Source: an optimization exercise on an open RTL-to-GDS flow (aim: small area and few clock cycles). Production flows keep margins and buffers that such runs may drop. The RTL was checked by simulation tests, not by an equivalence proof against the original design. Power figures rest on the tool's default switching activity, not on a simulated workload.

## flow/design.v (module list and top-level ports; edited modules follow where they fit)
// module merlin_fifo: 64 lines
// module merlin_pfu32ic: 220 lines
// module merlin_rv32ic_expander: 174 lines
// module merlin_rv32i_decoder: 363 lines
// module merlin_int_regs: 39 lines
// module merlin_id_stage: 301 lines
// module merlin_alu: 85 lines
// module merlin_cs_regs: 1562 lines
// module merlin_ex_stage: 337 lines
// module merlin_lsqueue: 222 lines
// module merlin: 278 lines
module merlin
    #(
        parameter C_WORD_RESET_VECTOR = 30'h0
    )
    (
        input  wire                  clk_i,
        input  wire                  reset_i,
        output wire                  sleeping_o,
        input  wire                  irqm_extern_i,
        input  wire                  irqm_softw_i,
        input  wire                  irqm_timer_i,
        input  wire                  irqs_extern_i,
        input  wire                  ireqready_i,
        output wire                  ireqvalid_o,
        output wire            [1:0] ireqhpl_o,
        output wire   [(2**5)-1:0] ireqaddr_o,
        output wire                  irspready_o,
        input  wire                  irspvalid_i,
        input  wire                  irsprerr_i,
        input  wire   [(2**5)-1:0] irspdata_i,
        input  wire                  dreqready_i,
        output wire                  dreqvalid_o,
        output wire            [1:0] dreqsize_o,
        output wire                  dreqwrite_o,
        output wire            [1:0] dreqhpl_o,
        output wire           [31:0] dreqaddr_o,
        output wire           [31:0] dreqdata_o,
        output wire                  drspready_o,
        input  wire                  drspvalid_i,
        input  wire                  drsprerr_i,
        input  wire                  drspwerr_i,
        input  wire           [31:0] drspdata_i,
        output wire                  mit_en_o,
        output wire                  mit_commit_o,
        output wire   [(2**5)-1:0] mit_pc_o,
        output wire   [(2**5)-1:0] mit_ins_o,
        output wire   [(2**5)-1:0] mit_regs2_data_o,
        output wire   [(2**5)-1:0] mit_alu_dout_o,
        output wire            [1:0] mit_mode_o,
        output wire                  mit_trap_o,
        output wire   [(2**5)-1:0] mit_trap_cause_o,
        output wire   [(2**5)-1:0] mit_trap_entry_addr_o,
        output wire   [(2**5)-1:0] mit_trap_rtn_addr_o
    );
  // ...
==> flow/run.sh <==
#!/bin/bash
# synth_recipe.tcl (not shown) runs the flow's synth.tcl, then flattens the netlist and writes it again
# the make line also repeats each setting of config.mk as NAME=value (left out here)
make -C /OpenROAD-flow-scripts/flow DESIGN_CONFIG=/design/flow/config.mk WORK_HOME=/design/flow/orfs CLKGATE_MAP_FILE= SYNTH_SCRIPT=/design/flow/synth_recipe.tcl finish
==> flow/config.mk <==
export PLATFORM = sky130hd
export DESIGN_NAME = merlin
export DESIGN_NICKNAME = merlin
export VERILOG_FILES = /design/flow/design.v
export SDC_FILE = /design/flow/constraint.sdc
export NUM_CORES = 4
export LEC_CHECK = 0
export CAP_MARGIN = 20
export CORE_MARGIN = 2
export CORE_UTILIZATION = 40
export SLEW_MARGIN = 20
==> flow/constraint.sdc <==
create_clock -name core_clock -period 15.0 [get_ports {clk_i}]
set_input_delay 3.0000 -clock core_clock [delete_from_list [all_inputs] [get_ports {clk_i}]]
set_output_delay 3.0000 -clock core_clock [all_outputs]
set_load 0.01 [all_outputs]
==> out/qor.yml, run 1 <==
p_int_mw: 20.6
power_frac_seq_pct: 25.9
h-tree-depth: 5
cellLeakagePower_nw: 54.8
seq_cell_count: 2366
io_buffers: 379
pre_cts_ws_ns: 5.33
multi_input_cells: 8122
seq_share_pct: 45.7
finalSetupViolCount: 0
fmax_ghz: 0.0924
avgSynthCellArea_um2: 11.3
fill_cells: 30400
multi_input_area_share_pct: 39.3
ff2ff_path_depth: 22
clkbuf_count: 355
reg2reg_slack_ns: 5.15
hp-class: "flip-flop to flip-flop"
setup_tns_ns: 0
yosysWarnings: 13
status: "no timing/DRC/antenna violations"
wl_met1_um: 232000
crit_cells: 15
yosys-top-cells-area: "edfxtp_1, mux4_2, a21oi_1"
synthTopCellsByCount: "edfxtp_1, nor2_1, nand2_1"
drt-initial-drc-count: 17900
synth-seq-cells: 2366
worstHoldStart: "i_merlin_id_stage.exs_regd_addr_o[4]"
placed_area_mm2: 0.144
drtPass1Iterations: 10
min_period_ns: 10.82
slowest_stage: "o21ai_1"
via_per_inst: 6.60
postSynth.asyncResetShare_pct: 8.45
coreArea_mm2: 0.336
worstSetupPathType: "flip-flop to primary output"
cts_tree: "yes"
clkPwrFrac_pct: 17.6
wire_per_inst_um: 38.4
combinationalPowerShare_pct: 56.4
Testbench counts, summed over its fixed seeds: cycles 207,325.
==> run 2: changes to the inputs <==
--- a/flow/config.mk
+++ b/flow/config.mk
@@ -6,6 +6,6 @@
 export NUM_CORES = 4
 export LEC_CHECK = 0
-export CAP_MARGIN = 20
+export CAP_MARGIN = 10
 export CORE_MARGIN = 2
-export CORE_UTILIZATION = 40
-export SLEW_MARGIN = 20
+export CORE_UTILIZATION = 60
+export SLEW_MARGIN = 10
==> out/qor.yml, run 2 <==
grt.total_usage_pct: 50.3
yosysMostFrequentCell: "edfxtp_1"
wl_met3_um: 93500
cts_tree: "yes"
dp.cells: 14400
postSynth.asyncResetShare_pct: 8.45  # unchanged
rsz0062_at_grt: "false"
coreArea_mm2: 0.223  # -34%
setup_tns_ns: 0  # unchanged
cp_data_arrival_time_ns: 7.53
synth_area_mm2: 0.135
io_buffers: 379  # unchanged
wl_met2_um: 245000
fmax_ghz: 0.0950  # +2.7%
overflow: 0
final_hold_viol_count: 0
largest_reg_flops: 992
antenna_found_initial: 42
synthTopCellsByCount: "edfxtp_1, nor2_1, nand2_1"
final_common_cell: "edfxtp_1"
avgSynthCellArea_um2: 11.3  # unchanged
yosys-top-cells-area: "edfxtp_1, mux4_2, a21oi_1"
wl_met1_um: 185000  # -21%
h-tree-depth: 4  # -1
ctsHoldBuffers: 0
fill_cells: 15500  # -49%
row_count: 173
post_cts_buffers: 0
cp-start-kind: "flip-flop"
worstSetupPathType: "flip-flop to primary output"
end_kind: "primary output"
synth_edf_count: 2156
cts.root.buffer_cell: "clkbuf_16"
grt_pass1_vias: 108000
yosysTopAreaCell: "edfxtp_1"
finalSetupViolCount: 0  # unchanged
die_h_um: 478
grt_max_degree: 185
drv_slew: 0
clock_latency_ns: 0.97
relSlewSlack_pct: 0.407
synthFlopType: "edfxtp_1"
clk_pin_slew_worst_paths_ns: 0.06
synth-seq-cells: 2366  # unchanged
place_congestion: 1.05
cts_resized: 0
wire_per_inst_um: 39.2  # +2.0%
drt-initial-drc-count: 22200  # +24%
power.density_mw_per_mm2: 261
via_per_inst: 7.55  # +15%
finalNetCount: 12000
top_layer_used: "met5"
min_period_ns: 10.53  # -0.287 ns
drc: 0
drtPass1Iterations: 13  # +3
vdd_drop_max_v: 0.000330
max-cap-violations: 1
die_area_mm2: 0.228
ys_seq_area_share_pct: 51.9
yosysWarnings: 13  # unchanged
hpwlAfterDp_um: 396000
largest_register: "i_merlin_id_stage.i_merlin_int_regs.mem"
period_share_pct: 70.2
failed_checks: "max-capacitance violations"
skew_ns: 0.110
reg2reg_slack_ns: 4.80  # -0.35 ns
cellLeakagePower_nw: 53.9  # -1.6%
grt_pass1_wl_um: 810000
synth_top_area_share_pct: 48.1
cp_data_required_time_ns: 12.00
status: "complete, but fails checks"
clock-sinks: 2366
ys_types: 112
reg_top3: "i_merlin_id_stage.i_merlin_int_regs.mem (992), i_merlin_lsqueue.i_req_merlin_fifo.mem (280), i_merlin_pfu32ic.atom_fifo.i_atom_merlin_fifo.mem (136)"
fin_util_pct: 67.0
wl_um: 585000
clk_path_buf_depth: 3
hp-class: "flip-flop to flip-flop"
layout_common_cells: "edfxtp_1, nor2_1, a21oi_1"
die_x_um: 478
ant_nets: 0
via_count: 113000
final_layout_size_suffix_gt1_share_pct: 15.5
instances_no_fill: 14900
worst_pin_slew_ns: 1.48
postSynthCellCount: 11900
ios: 414
syn_to_final_growth_pct: 10.8
worstPathMaxFanout: 45
start_util_pct: 60.5
numCtsBuffers: 239
run 2: path summary, 6_finish.rpt:
kind | start | to | cells past startpoint
max | i_merlin_ex_stage.ids_csr_addr_q[0] | mit_trap_entry_addr_o[3] | 15
min | i_merlin_id_stage.exs_ins_o[28] | i_merlin_ex_stage.ids_ins_q[28] | 0
max reg2reg | flip-flop | i_merlin_pfu32ic.fifo_level_q[2] | 26
min reg2reg | i_merlin_id_stage.exs_ins_o[28] | i_merlin_ex_stage.ids_ins_q[28] | 0
max in group asynchronous | reset_i | i_merlin_id_stage.reg_loading_vector_q[3] | 3
min in group asynchronous | reset_i | i_merlin_ex_stage.i_merlin_cs_regs.mie_usie_q | 2
run 2: cell type report:
type | count | area, um^2 | share of cell area, %
Clock buffer | 315 | 6480 | 4.34
Clock inverter | 139 | 1530 | 1.02
Inverter | 229 | 870 | 0.582
Sequential cell | 2366 | 70000 | 46.9
Multi-Input combinational cell | 8122 | 60000 | 40.2
Tap cell | 2975 | 3720 | 2.49
Antenna cell | 33 | 82.6 | 0.0553
Timing Repair Buffer | 752 | 6670 | 4.47
run 2: critical path, stage by stage (launching register included):
cell and delay [ns]:
edfxtp_1 0.32, buf_4 0.54, nor4bb_1 0.90, buf_4 0.28, nand2_1 0.28, a211oi_1 0.47, a311o_1 0.30, o21ai_1 0.36
a311oi_1 0.73, o31ai_4 0.13, buf_4 0.30, and2_1 0.24, o31ai_1 0.22, o21bai_1 0.28, mux2i_1 0.62, clkdlybuf4s50_1 0.66
run 2: cells by family after synthesis:
logic type	Yosys count	synth area share, %
compound gates	2845	12.7
xor+xnor	196	1.27
fa+ha+maj	207	1.94
buf+inv	1420	4.55
flops	2366	51.9
mux	1262	16.1
other cells	2	0.00557
simple gates	3577	11.6
run 2: where the power goes:
| part | switching (mW) | internal (mW) | total (mW) |
|---|---|---|---|
| sequential | 1.34 | 9.11 | 10.5 |
| combinational | 15.0 | 7.33 | 22.3 |
| clock | 2.79 | 3.39 | 6.18 |
run 2: per-layer routing:
metal	vias to the layer above	global-route usage, %
li1	44200	-
met1	53900	61.1
met2	11300	72.0
met3	3225	18.9
met4	30	39.9
met5	-	0.756
run 2: stage by stage:
stage / worst slack (ns) / total power [mW] / cell area (um^2) / hold WS, ns
after global routing: 4.25 / 39.7 / 149000 / 0.420
final: 4.47 / 39.0 / 149000 / 0.416
after floorplan: 4.23 / 23.2 / 135000 / 0.400
after detailed placement: 5.10 / 31.5 / 141000 / 0.405
after global placement: 5.08 / 31.2 / 141000 / 0.403
after CTS: 4.65 / 37.7 / 149000 / 0.416

## re-timing with driven ports
Ports are ideal in the flow. The routed layouts listed here were re-timed in OpenROAD.
Step 1 assumes that a clkbuf_16 drives the clock port and a buf_2 every other input.
Step 2 times the ports against the registers' clock, not the clock port: input delays grow and output delays shrink by t, the midpoint of the rising clock arrivals with the driver on.
a / b / c = ideal ports / drivers / drivers and shift; a / b = the first two.
| run | shift t [ns] | slack for setup (ns) | hold slack, ns | worst setup path at the end | latest minus earliest clock arrival (ns) |
|---|---|---|---|---|---|
| run 1 | 1.048 | 4.182 / 4.078 / 5.126 | 0.391 / 0.391 / 0.391 | register to output | 0.111 / 0.110 |
| run 2 | 1.027 | 4.469 / 4.358 / 4.799 | 0.416 / 0.416 / 0.416 | register to register | 0.111 / 0.111 |
